This is an optimization exercise on Yosys and OpenROAD, whose aim is a short achievable clock period and few clock cycles, not a production implementation.
Where RTL was checked, it was by simulation tests only, not by an equivalence proof against the original.
No functional check of the RTL was part of run 1.
Power and IR drop assume default switching activity.

<file path="flow/config.mk">
export PLATFORM = sky130hd
export DESIGN_NAME = Datapath
export DESIGN_NICKNAME = Datapath
export VERILOG_FILES = /design/flow/design.v
export SDC_FILE = /design/flow/constraint.sdc
export NUM_CORES = 4
export LEC_CHECK = 0
export CAP_MARGIN = 20
export CORE_MARGIN = 2
export CORE_UTILIZATION = 40
export PLACE_DENSITY = 0.6
export SETUP_SLACK_MARGIN = 5
export SLEW_MARGIN = 20
</file>
<file path="flow/run.sh">
#!/bin/bash
# synth_recipe.tcl (not shown) runs the flow's synth.tcl, then flattens the netlist and writes it again
# the make line also repeats each setting of config.mk as NAME=value (left out here)
make -C /OpenROAD-flow-scripts/flow DESIGN_CONFIG=/design/flow/config.mk WORK_HOME=/design/flow/orfs CLKGATE_MAP_FILE= SYNTH_SCRIPT=/design/flow/synth_recipe.tcl finish
</file>
<file path="flow/design.v">
module Datapath (clk,rst,Enable,Instr,rData,dWriteMem,dReadMem,iAddr,dAddr,wData);
	input clk, rst;
	input Enable;
	input[31:0] Instr, rData;
	output dWriteMem, dReadMem;
	output[31:0] iAddr, dAddr, wData;
	reg[31:0] pc, pc4;	 
	reg[31:0] e_a, e_b, e_sd, e_pc, e_target;
	reg[4:0]  e_dest;
	reg       e_valid, e_wen, e_load, e_store, e_beq;
	reg       e_add, e_sub, e_and, e_or, e_slt;
	reg[31:0] m_res, m_sd;
	reg[4:0]  m_dest;
	reg       m_wen, m_load, m_store;
	reg[31:0] rf[1:31];
	assign dAddr = m_res;
	assign wData = m_sd;
	assign dReadMem = m_load;
	assign dWriteMem = m_store;
	wire hold = (m_load | m_store) & ~Enable;
	wire[31:0] m_val = m_load ? rData : m_res;
	wire m_commit = m_wen & ~hold;
	integer i;
	always @(posedge clk or negedge rst)
	begin
		if(!rst)
			for(i=1; i<32; i=i+1)
				rf[i] <= 32'd0;
		else if(m_commit)
			rf[m_dest] <= m_val;
	end
	wire[31:0] e_sum = e_a + e_b;
	wire[31:0] e_diff = e_a - e_b;
	wire e_ltu = e_a < e_b;
	wire[31:0] e_res = ({32{e_add}} & e_sum) | ({32{e_sub}} & e_diff) |
	                   ({32{e_and}} & (e_a & e_b)) | ({32{e_or}} & (e_a | e_b)) |
	                   {31'd0, e_slt & e_ltu};
	wire redirect = e_beq & (e_a == e_b);
	assign iAddr = pc;
	wire[31:0] pc8 = pc4 + 32'd4;
	wire[5:0] op = Instr[31:26];
	wire[4:0] rs = Instr[25:21];
	wire[4:0] rt = Instr[20:16];
	wire[4:0] rd = Instr[15:11];
	wire[5:0] fn = Instr[5:0];
	wire[31:0] imm = {{16{Instr[15]}}, Instr[15:0]};
	wire is_r   = (op == 6'h00);
	wire is_beq = (op == 6'h04);
	wire is_addi = (op == 6'h08);
	wire is_lw  = (op == 6'h23);
	wire is_sw  = (op == 6'h2b);
	wire same   = (rs == rt);
	wire taken_f = is_beq & same;		 
	wire cond_beq = is_beq & ~same;	 
	wire uses_rs = is_r | cond_beq | is_addi | is_lw | is_sw;
	wire uses_rt = is_r | cond_beq | is_sw;
	wire itype = is_addi | is_lw | is_sw;
	wire[4:0] dest = is_r ? rd : rt;
	wire wen = ((is_r & (rd != 5'd0)) | ((is_addi | is_lw) & (rt != 5'd0)));
	wire[31:0] target = pc4 + {imm[29:0], 2'b00};
	wire[31:0] target4 = pc8 + {imm[29:0], 2'b00};
	wire luse = e_load & e_wen & ((uses_rs & (e_dest == rs)) | (uses_rt & (e_dest == rt)));
	wire fe_a = e_wen & (e_dest == rs);
	wire fm_a = m_wen & (m_dest == rs);
	wire fe_b = e_wen & (e_dest == rt);
	wire fm_b = m_wen & (m_dest == rt);
	wire[31:0] rf_a = (rs == 5'd0) ? 32'd0 : rf[rs];
	wire[31:0] rf_b = (rt == 5'd0) ? 32'd0 : rf[rt];
	wire[31:0] op_a = fe_a ? e_res : (fm_a ? m_val : rf_a);
	wire[31:0] op_b = fe_b ? e_res : (fm_b ? m_val : rf_b);
	wire squash = hold | redirect | luse;
	always @(posedge clk)
	begin
		e_a <= op_a;
		e_b <= itype ? imm : op_b;
		e_sd <= op_b;
		e_pc <= pc;
		e_target <= target;
		e_dest <= dest;
		if(!hold)
		begin
			m_res <= e_res;
			m_sd <= e_sd;
			m_dest <= e_dest;
		end
	end
	always @(posedge clk or negedge rst)
	begin
		if(!rst)
		begin
			pc <= 32'd0;
			pc4 <= 32'd4;
			{e_valid, e_wen, e_load, e_store, e_beq} <= 5'd0;
			{e_add, e_sub, e_and, e_or, e_slt} <= 5'd0;
			{m_wen, m_load, m_store} <= 3'd0;
		end
		else
		begin
			if(hold)
			begin
				if(e_valid)	 
					{pc, pc4} <= {e_pc, e_pc + 32'd4};
			end
			else if(redirect)
				{pc, pc4} <= {e_target, e_target + 32'd4};
			else if(luse)
				{pc, pc4} <= {pc, pc4};
			else if(taken_f)
				{pc, pc4} <= {target, target4};
			else
				{pc, pc4} <= {pc4, pc8};
			if(!hold)
				{m_wen, m_load, m_store} <= {e_wen, e_load, e_store};
			if(squash)
			begin
				{e_valid, e_wen, e_load, e_store, e_beq} <= 5'd0;
				{e_add, e_sub, e_and, e_or, e_slt} <= 5'd0;
			end
			else
			begin
				e_valid <= 1'b1;
				e_wen <= wen;
				e_load <= is_lw;
				e_store <= is_sw;
				e_beq <= cond_beq;
				e_add <= itype | (is_r & (fn == 6'h20));
				e_sub <= is_r & (fn == 6'h22);
				e_and <= is_r & (fn == 6'h24);
				e_or  <= is_r & (fn == 6'h25);
				e_slt <= is_r & (fn == 6'h2a);
			end
		end
	end
endmodule
</file>
<file path="flow/constraint.sdc">
create_clock -name core_clock -period 8.0 [get_ports {clk}]
set_input_delay 1.6000 -clock core_clock [delete_from_list [all_inputs] [get_ports {clk}]]
set_output_delay 1.6000 -clock core_clock [all_outputs]
set_load 0.01 [all_outputs]
</file>
==> results.sh, run 1 <==
export IMPL_syn_num_nets=7852
export IMPL_cts_buffers=146
export IMPL_antenna_found_initial=23
export IMPL_die_h_microns=415.1
export IMPL_outcome="finished clean"
export IMPL_ctsRootBufferMaster="clkbuf_16"
export IMPL_stdcell_count=10710
export IMPL_yosysSeqAreaShare_pct=47.53
export IMPL_gr_usage_all_layers_pct=43.52
export IMPL_p_sw_w=0.007675
export IMPL_synthesis_area_sq_um=67600
export IMPL_cts_tree="yes"
export IMPL_ys_async_sr_fraction_pct=82.04
export IMPL_max_stage_delay_ns=0.84
export IMPL_cp_slowest_cell="nor3_4"
export IMPL_yosysWarnings=2
export IMPL_post_dp_hpwl_microns=211600
export IMPL_layout_drive_gt1_share_pct=28.91
export IMPL_synth_avg_cell_area_sq_um=8.876
export IMPL_fin_util_pct=55.91
export IMPL_synth_edf_count=69
export IMPL_fmax_ghz=0.2621
export IMPL_clk_pin_slew_ns=0.06
export IMPL_cap_viol_max_count=0
export IMPL_hold_buffers=0
export IMPL_grt_pass1_wl_microns=536000
export IMPL_fin_setup_tns_ns=0
export IMPL_gp_congestion=0.9971
export IMPL_first_pass_iters=23
export IMPL_die_w_microns=415.1
export IMPL_ios=165
export IMPL_vias_per_cell=7.135
export IMPL_start_util_pct=40.33
export IMPL_final_common_cell="dfrtp_1"
export IMPL_cp_max_fo=5
export IMPL_die_area_sq_um=172300
export IMPL_ir_drop_mv=0.2692
export IMPL_placed_cells=9563
export IMPL_fin_crit_ns=3.815
export IMPL_report_final_slew_viol_count=0
export IMPL_clock_skew_ns=0.07914
export IMPL_cts_sinks=1303
export IMPL_clock_latency_ns=0.90
export IMPL_portBuffers=164
export IMPL_crit_family="simple AND/OR/NAND/NOR gates"
export IMPL_start_kind="primary input"
export IMPL_clock_path_buffers=3
export IMPL_cp_arrival_ns=4.50
export IMPL_ant_nets=0
export IMPL_slew_headroom_pct=18.59
export IMPL_area_growth_pct=38.62
export IMPL_critPathKind="primary input to flip-flop"
export IMPL_end_kind="flip-flop"
export IMPL_comb_power_share_pct=29.0
export IMPL_cp_required_ns=8.68
export IMPL_core_sq_um=167600
export IMPL_grt_max_degree=162
export IMPL_finalHoldViolCount=0
export IMPL_layout_common_cells="dfrtp_1 (1,055), a21oi_1 (1,019), nor2_1 (998)"
export IMPL_pwr_share_seq_pct=37.4
export IMPL_grt_pass1_vias=69490
export IMPL_cts_max_level=4
export IMPL_crit_chain="buf_12 -> buf_12 -> buf_4 -> buf_4 -> and3_1 -> a31oi_1 -> nor2_1 -> a221oi_1 -> nand4_1 -> nor3_4 -> nor2_4 -> nor3_2 -> a21oi_2"
export IMPL_cp_num_buf_inv=4
export IMPL_vias=76430
export IMPL_setup_viol=0
export IMPL_finalNetCount=8594
export IMPL_synth_cell_types=95
export IMPL_switching_share_pct=34.73
export IMPL_yosys_register_bits=1303
export IMPL_pwr_density_cell_nw_per_um2=235.8
export IMPL_rsz0062_at_grt="true"
export IMPL_drtIter0Drc=16980
export IMPL_ys_flop_type="dfrtp_1"
export IMPL_drcViolationCount=0
export IMPL_hold_class="flip-flop to flip-flop"
export IMPL_drt_wl_total_microns=397900
export IMPL_cellInternalPower_w=0.01442
export IMPL_postSynthCellCount=7616
export IMPL_wl_per_cell_microns=37.15
export IMPL_rows=150
export IMPL_clkPwrFrac_pct=33.6
export IMPL_fin_crit_sh_pct=47.69
export IMPL_p_leak_nw=40.07
export IMPL_grt_ovfl_total=0
export IMPL_worst_slew_pin_slew_ns=1.221
## layout make-up
type | count | area [sq um]
fillers | 14090 | 73890
multi-input cells | 5535 | 39520
flip-flops and latches | 1303 | 32190
repair buffers | 1204 | 13300
clock buffers | 203 | 4213
well taps | 2204 | 2758
clock inverters | 65 | 980.9
inverters | 166 | 654.4
diodes | 29 | 72.57
repair inverters | 2 | 17.52
## metal layers
metal	global-route usage, %	part of all wire (%)
met4	31.77	11
met2	57.42	38
met5	3.779	0.46
met1	52.04	34
met3	24.49	17
## power by group through the flow
| stage | clock network (W) | logic, W | registers, W |
|---|---|---|---|
| 2_1_floorplan | 0 | 0.00286 | 0.00802 |
| 3_3_place_gp | 0 | 0.00426 | 0.00830 |
| 3_5_place_dp | 0 | 0.00432 | 0.00830 |
| 4_1_cts | 0.00738 | 0.00538 | 0.00817 |
| 5_1_grt | 0.00767 | 0.00672 | 0.00829 |
| 6_report | 0.00743 | 0.00641 | 0.00826 |
## sequential cells by signal (all words and copies together), names as in the netlist, 5 cells and up
register / cells
e_sd: 32
e_b: 32
pc: 32
m_res: 32
e_pc: 32
m_dest: 5
e_target: 32
e_dest: 5
pc4: 32
e_a: 32
rf: 992
m_sd: 32
## stage by stage
| step | total power [W] | cell area, sq um | worst slack, ns | hold WS, ns |
|---|---|---|---|---|
| 6_report | 0.02210 | 93710 | 4.185 | 0.3876 |
| 5_1_grt | 0.02268 | 93650 | 4.206 | 0.4017 |
| 4_1_cts | 0.02093 | 88730 | 4.446 | 0.3929 |
| 3_5_place_dp | 0.01262 | 73450 | 1.974 | 0.3792 |
| 3_3_place_gp | 0.01256 | 73280 | 2.062 | 0.3754 |
| 2_1_floorplan | 0.01088 | 70020 | 4.143 | 0.3672 |
## Yosys cell counts, types with 143 or more instances
cell	n	area (sq um)
a221oi_1	153	1340
nor2_1	1134	4257
dfrtp_1	1068	26730
clkbuf_1	545	2046
nand3_1	143	715.7
a22oi_1	596	4474
nand4_1	156	975.9
inv_1	160	600.6
o21ai_0	371	1857
ha_1	165	2064
dfxtp_1	165	3303
nand2_1	525	1971
a21oi_1	1104	5525
## path summary, 6_finish.rpt
| path | slack [ns] | start | cells past startpoint | to |
|---|---|---|---|---|
| max | 4.18 | Instr[16] | 13 | e_sd[31] |
| min | 0.39 | pc[18] | 0 | e_pc[18] |
| max reg2reg | 4.34 | pc4[2] | 16 | pc4[31] |
| min reg2reg | 0.39 | pc[18] | 0 | e_pc[18] |
| max in group asynchronous | 5.33 | rst | 3 | rf[1][30] |
| min in group asynchronous | 0.78 | rst | 1 | rf[7][19] |
## timing repair
action	CTS	global route
endpoints found under the setup margin	1359	1037
pin swaps	412	365
gates resized for setup	1563	544
cloned	50	19
setup buffers	530	245
hold endpoints to repair	0	0
## cells by family after synthesis
logic type | count (synthesis) | share of synthesized area, %
buf+inv | 804 | 4.570
mux | 60 | 0.9180
fa+ha+maj | 169 | 3.172
flops | 1303 | 47.53
simple gates | 2254 | 14.41
xor+xnor | 152 | 1.969
compound gates | 2874 | 27.44
==> inputs of run 2 (changes only) <==
--- a/flow/design.v
+++ b/flow/design.v
@@ -30,7 +30,9 @@
 			rf[m_dest] <= m_val;
 	end
-	wire[31:0] e_sum = e_a + e_b;
-	wire[31:0] e_diff = e_a - e_b;
-	wire e_ltu = e_a < e_b;
+	wire[31:0] e_sum, e_diff;
+	wire e_co, e_nb;
+	KSAdd #(32, 5) AddAdder (.a(e_a), .b(e_b), .cin(1'b0), .s(e_sum), .co(e_co));
+	KSAdd #(32, 5) SubAdder (.a(e_a), .b(~e_b), .cin(1'b1), .s(e_diff), .co(e_nb));
+	wire e_ltu = ~e_nb;	 
 	wire[31:0] e_res = ({32{e_add}} & e_sum) | ({32{e_sub}} & e_diff) |
 	                   ({32{e_and}} & (e_a & e_b)) | ({32{e_or}} & (e_a | e_b)) |
@@ -58,6 +60,10 @@
 	wire[4:0] dest = is_r ? rd : rt;
 	wire wen = ((is_r & (rd != 5'd0)) | ((is_addi | is_lw) & (rt != 5'd0)));
-	wire[31:0] target = pc4 + {imm[29:0], 2'b00};
-	wire[31:0] target4 = pc8 + {imm[29:0], 2'b00};
+	wire[29:0] target_w, target4_w;
+	wire target_co, target4_co;
+	KSAdd #(30, 5) TargetAdder (.a(pc4[31:2]), .b(imm[29:0]), .cin(1'b0), .s(target_w), .co(target_co));
+	KSAdd #(30, 5) Target4Adder (.a(pc8[31:2]), .b(imm[29:0]), .cin(1'b0), .s(target4_w), .co(target4_co));
+	wire[31:0] target = {target_w, pc4[1:0]};
+	wire[31:0] target4 = {target4_w, pc8[1:0]};
 	wire luse = e_load & e_wen & ((uses_rs & (e_dest == rs)) | (uses_rt & (e_dest == rt)));
 	wire fe_a = e_wen & (e_dest == rs);
@@ -133,2 +139,33 @@
 	end
 endmodule
+module KSAdd (a, b, cin, s, co);
+	parameter W = 32;
+	parameter L = 5;	 
+	input[W-1:0] a, b;
+	input cin;
+	output[W-1:0] s;
+	output co;
+	reg[W-1:0] g[0:L];
+	reg[W-1:0] p[0:L];
+	integer i, k;
+	always @*
+	begin
+		g[0] = a & b;
+		p[0] = a ^ b;
+		g[0][0] = (a[0] & b[0]) | ((a[0] ^ b[0]) & cin);
+		for(k=0; k<L; k=k+1)
+			for(i=0; i<W; i=i+1)
+				if(i >= (1 << k))
+				begin
+					g[k+1][i] = g[k][i] | (p[k][i] & g[k][i-(1<<k)]);
+					p[k+1][i] = p[k][i] & p[k][i-(1<<k)];
+				end
+				else
+				begin
+					g[k+1][i] = g[k][i];
+					p[k+1][i] = p[k][i];
+				end
+	end
+	assign s = (a ^ b) ^ {g[L][W-2:0], cin};
+	assign co = g[L][W-1];
+endmodule
==> results.sh, run 2 <==
export IMPL_max_stage_delay_ns=0.97
export IMPL_cts_buffers=143
export IMPL_hold_class="flip-flop to flip-flop"
export IMPL_ir_drop_mv=0.2494
export IMPL_gr_usage_all_layers_pct=43.95
export IMPL_synth_edf_count=69
export IMPL_cp_required_ns=8.72
export IMPL_final_common_cell="dfrtp_1"
export IMPL_post_dp_hpwl_microns=211500
export IMPL_synth_most_common_cell="nor2_1"
export IMPL_ys_async_sr_fraction_pct=82.04
export IMPL_fmax_ghz=0.2447
export IMPL_drt_wl_total_microns=404500
export IMPL_gp_congestion=1.001
export IMPL_r2r_start="pc4[4]"
export IMPL_first_pass_iters=13
export IMPL_die_area_sq_um=172700
export IMPL_antenna_found_initial=36
export IMPL_end_kind="flip-flop"
export IMPL_critPathKind="primary input to flip-flop"
export IMPL_crit_family="simple AND/OR/NAND/NOR gates"
export IMPL_syn_num_nets=7832
export IMPL_crit_chain="buf_12 -> buf_12 -> or2_4 -> buf_6 -> buf_6 -> buf_4 -> nor2_4 -> a22oi_1 -> nand4_1 -> nor4_4 -> o32ai_2 -> nand2_1 -> o21ai_2 -> mux2_4"
export IMPL_postSynthCellCount=7597
export IMPL_outcome="finished clean"
export IMPL_fin_setup_tns_ns=0
export IMPL_worst_slew_pin_slew_ns=1.243
export IMPL_cap_viol_max_count=0
export IMPL_drtIter0Drc=16360
export IMPL_hold_buffers=0
export IMPL_setup_viol=0
export IMPL_ctsRootBufferMaster="clkbuf_16"
export IMPL_cts_tree="yes"
export IMPL_area_growth_pct=39.09
export IMPL_min_from="pc[30]"
export IMPL_fin_util_pct=55.85
export IMPL_portBuffers=164
export IMPL_drcViolationCount=0
export IMPL_synth_avg_cell_area_sq_um=8.917
export IMPL_pwr_density_cell_nw_per_um2=225.0
export IMPL_ios=165
export IMPL_fin_crit_sh_pct=51.08
export IMPL_clock_latency_ns=0.85
export IMPL_finalHoldViolCount=0
export IMPL_ys_flop_type="dfrtp_1"
export IMPL_synth_top_area_cell="dfrtp_1"
export IMPL_fin_crit_ns=4.086
export IMPL_ys_top_cells_by_count="nor2_1 (1,089), a21oi_1 (1,068), dfrtp_1 (1,068)"
export IMPL_cp_num_buf_inv=5
export IMPL_grt_max_degree=149
export IMPL_rows=151
export IMPL_synth_top_area_share_pct=39.45
export IMPL_die_w_microns=415.5
export IMPL_cts_sinks=1303
export IMPL_grt_pass1_wl_microns=537200
export IMPL_yosys_top_cells_area="dfrtp_1 (39%), a21oi_1 (7.9%), a22oi_1 (6.4%)"
export IMPL_layout_drive_gt1_share_pct=29.91
export IMPL_cts_max_level=4
export IMPL_core_sq_um=168700
export IMPL_clock_path_buffers=3
export IMPL_worstSetupStartpoint="Instr[17]"
export IMPL_grt_pass1_vias=68280
export IMPL_die_h_microns=415.5
export IMPL_yosysSeqAreaShare_pct=47.42
export IMPL_finalNetCount=8631
export IMPL_wl_per_cell_microns=37.63
export IMPL_power_w=0.02120
export IMPL_cp_max_fo=7
export IMPL_synth_cell_types=101
export IMPL_p_leak_nw=40.44
export IMPL_ant_nets=0
export IMPL_rsz0062_at_grt="true"
export IMPL_start_util_pct=40.15
export IMPL_vias=76270
export IMPL_cp_arrival_ns=4.81
export IMPL_largest_register_ffs=992
export IMPL_clk_pin_slew_ns=0.06
export IMPL_cp_slowest_cell="nor4_4"
export IMPL_yosysWarnings=8
export IMPL_top_register="rf"
export IMPL_report_final_slew_viol_count=0
export IMPL_yosys_register_bits=1303
export IMPL_start_kind="primary input"
export IMPL_slew_headroom_pct=16.52
export IMPL_vias_per_cell=7.095
export IMPL_grt_ovfl_total=0
export IMPL_synthesis_area_sq_um=67740
export IMPL_clock_skew_ns=0.04750
export IMPL_layout_common_cells="dfrtp_1 (1,050), a21oi_1 (1,005), nor2_1 (969)"
run 2: power by group:
part	leakage, nW	switching, W	internal, W
registers	16.8	0.000926	0.00737
clock network	2.45	0.00304	0.00416
logic	21.2	0.00321	0.00250
total	40.4	0.00718	0.0140
run 2: per-layer routing:
| layer | track usage (%) | vias to the layer above | share of wire [%] |
|---|---|---|---|
| met5 | 1.334 | - | 0.28 |
| met3 | 23.94 | 2705 | 16 |
| met2 | 58.68 | 7300 | 38 |
| met4 | 33.06 | 54 | 11 |
| met1 | 52.31 | 36630 | 34 |
| li1 | - | 29580 | - |
run 2: path summary, 6_finish.rpt:
path / endpoint / slack [ns] / depth (start not counted)
worst max-delay path: e_b[10] / 3.91 / 14
max in group asynchronous: pc4[13] / 5.24 / 3
worst min register to register: e_pc[30] / 0.37 / 0
worst max register to register: pc4[30] / 4.36 / 15
worst min-delay path: e_pc[30] / 0.37 / 0
min in group asynchronous: rf[18][20] / 0.73 / 1
run 2: worst reg2reg max path: cells and delay by family (launching register included):
kind / cells / cell delay, ns
flip-flops: 1 / 0.38
buffers and inverters: 1 / 0.11
AO/OA/AOI/OAI: 5 / 1.02
AND/OR/NAND/NOR: 6 / 1.12
multiplexers: 1 / 0.33
adder cells (fa/ha/maj): 1 / 0.42
XOR/XNOR: 1 / 0.22
run 2: cell families (layout without fill, tap and decap cells):
kind of cell,after synthesis,in the layout,synth area share [%]
AO/OA/AOI/OAI,2827,2832,26.92
XOR/XNOR,178,178,2.301
adder cells (fa/ha/maj),168,168,3.147
buffers and inverters,790,1673,4.466
flip-flops,1303,1303,47.42
multiplexers,77,81,1.177
other,0,22,0
AND/OR/NAND/NOR,2254,2275,14.56
run 2: per-stage QoR:
stage          worst slack, ns  hold WS, ns  instance area [sq um]  instances
4_1_cts                  4.511       0.3901                  88280      10380
2_1_floorplan            4.189       0.3678                  70850       7597
5_1_grt                  3.975       0.3949                  94190      10730
3_5_place_dp             2.136       0.3771                  73910       9542
6_report                 3.914       0.3727                  94230      10750
3_3_place_gp             2.123       0.3788                  73720       9534
run 2: final cells by class:
cell class	instances	area [sq um]
antenna	22	55.05
clock buffer	204	4234
clock inverter	55	763.2
fill	14210	74490
inverter	148	590.6
multi-input combinational	5534	39930
sequential	1303	32220
tap	2218	2775
timing repair buffer	1264	13640
timing repair inverter	2	17.52
run 2: repair_timing:
item,4_1_cts,5_1_grt
pin swaps,373,450
endpoints found under the setup margin,1300,530
gates cloned,57,17
resized for setup,1466,596
setup buffers,521,330
Testbench counts of run 2, summed over its fixed seeds: cycles 12,115.

-- separate check: timing with driven ports --
The flow's constraints put no driver on any port. The routed layouts listed below were extracted and timed again, unchanged, in two steps. Step 1 assumes that a clkbuf_16 drives the clock port and a buf_2 every other input. Step 2 moves the port delays by t, midway between the first and last clock arrival at a register: inputs arrive t later, outputs are due t later. That takes back most of the time a late clock gives input paths. Three values: no drivers, after step 1, after step 2; two values: the first two.
run | shift t [ns] | slack for setup (ns) | clock arrival spread, ns
run 1 | 0.946 | 4.185 / 4.084 / 3.139 | 0.081 / 0.081
run 2 | 0.931 | 3.914 / 3.937 / 3.006 | 0.061 / 0.060
After both steps every run listed still meets setup and hold. The setup slack of run 1, which loses most, moves by -0.101 ns with the drivers and by -1.046 ns with both steps.
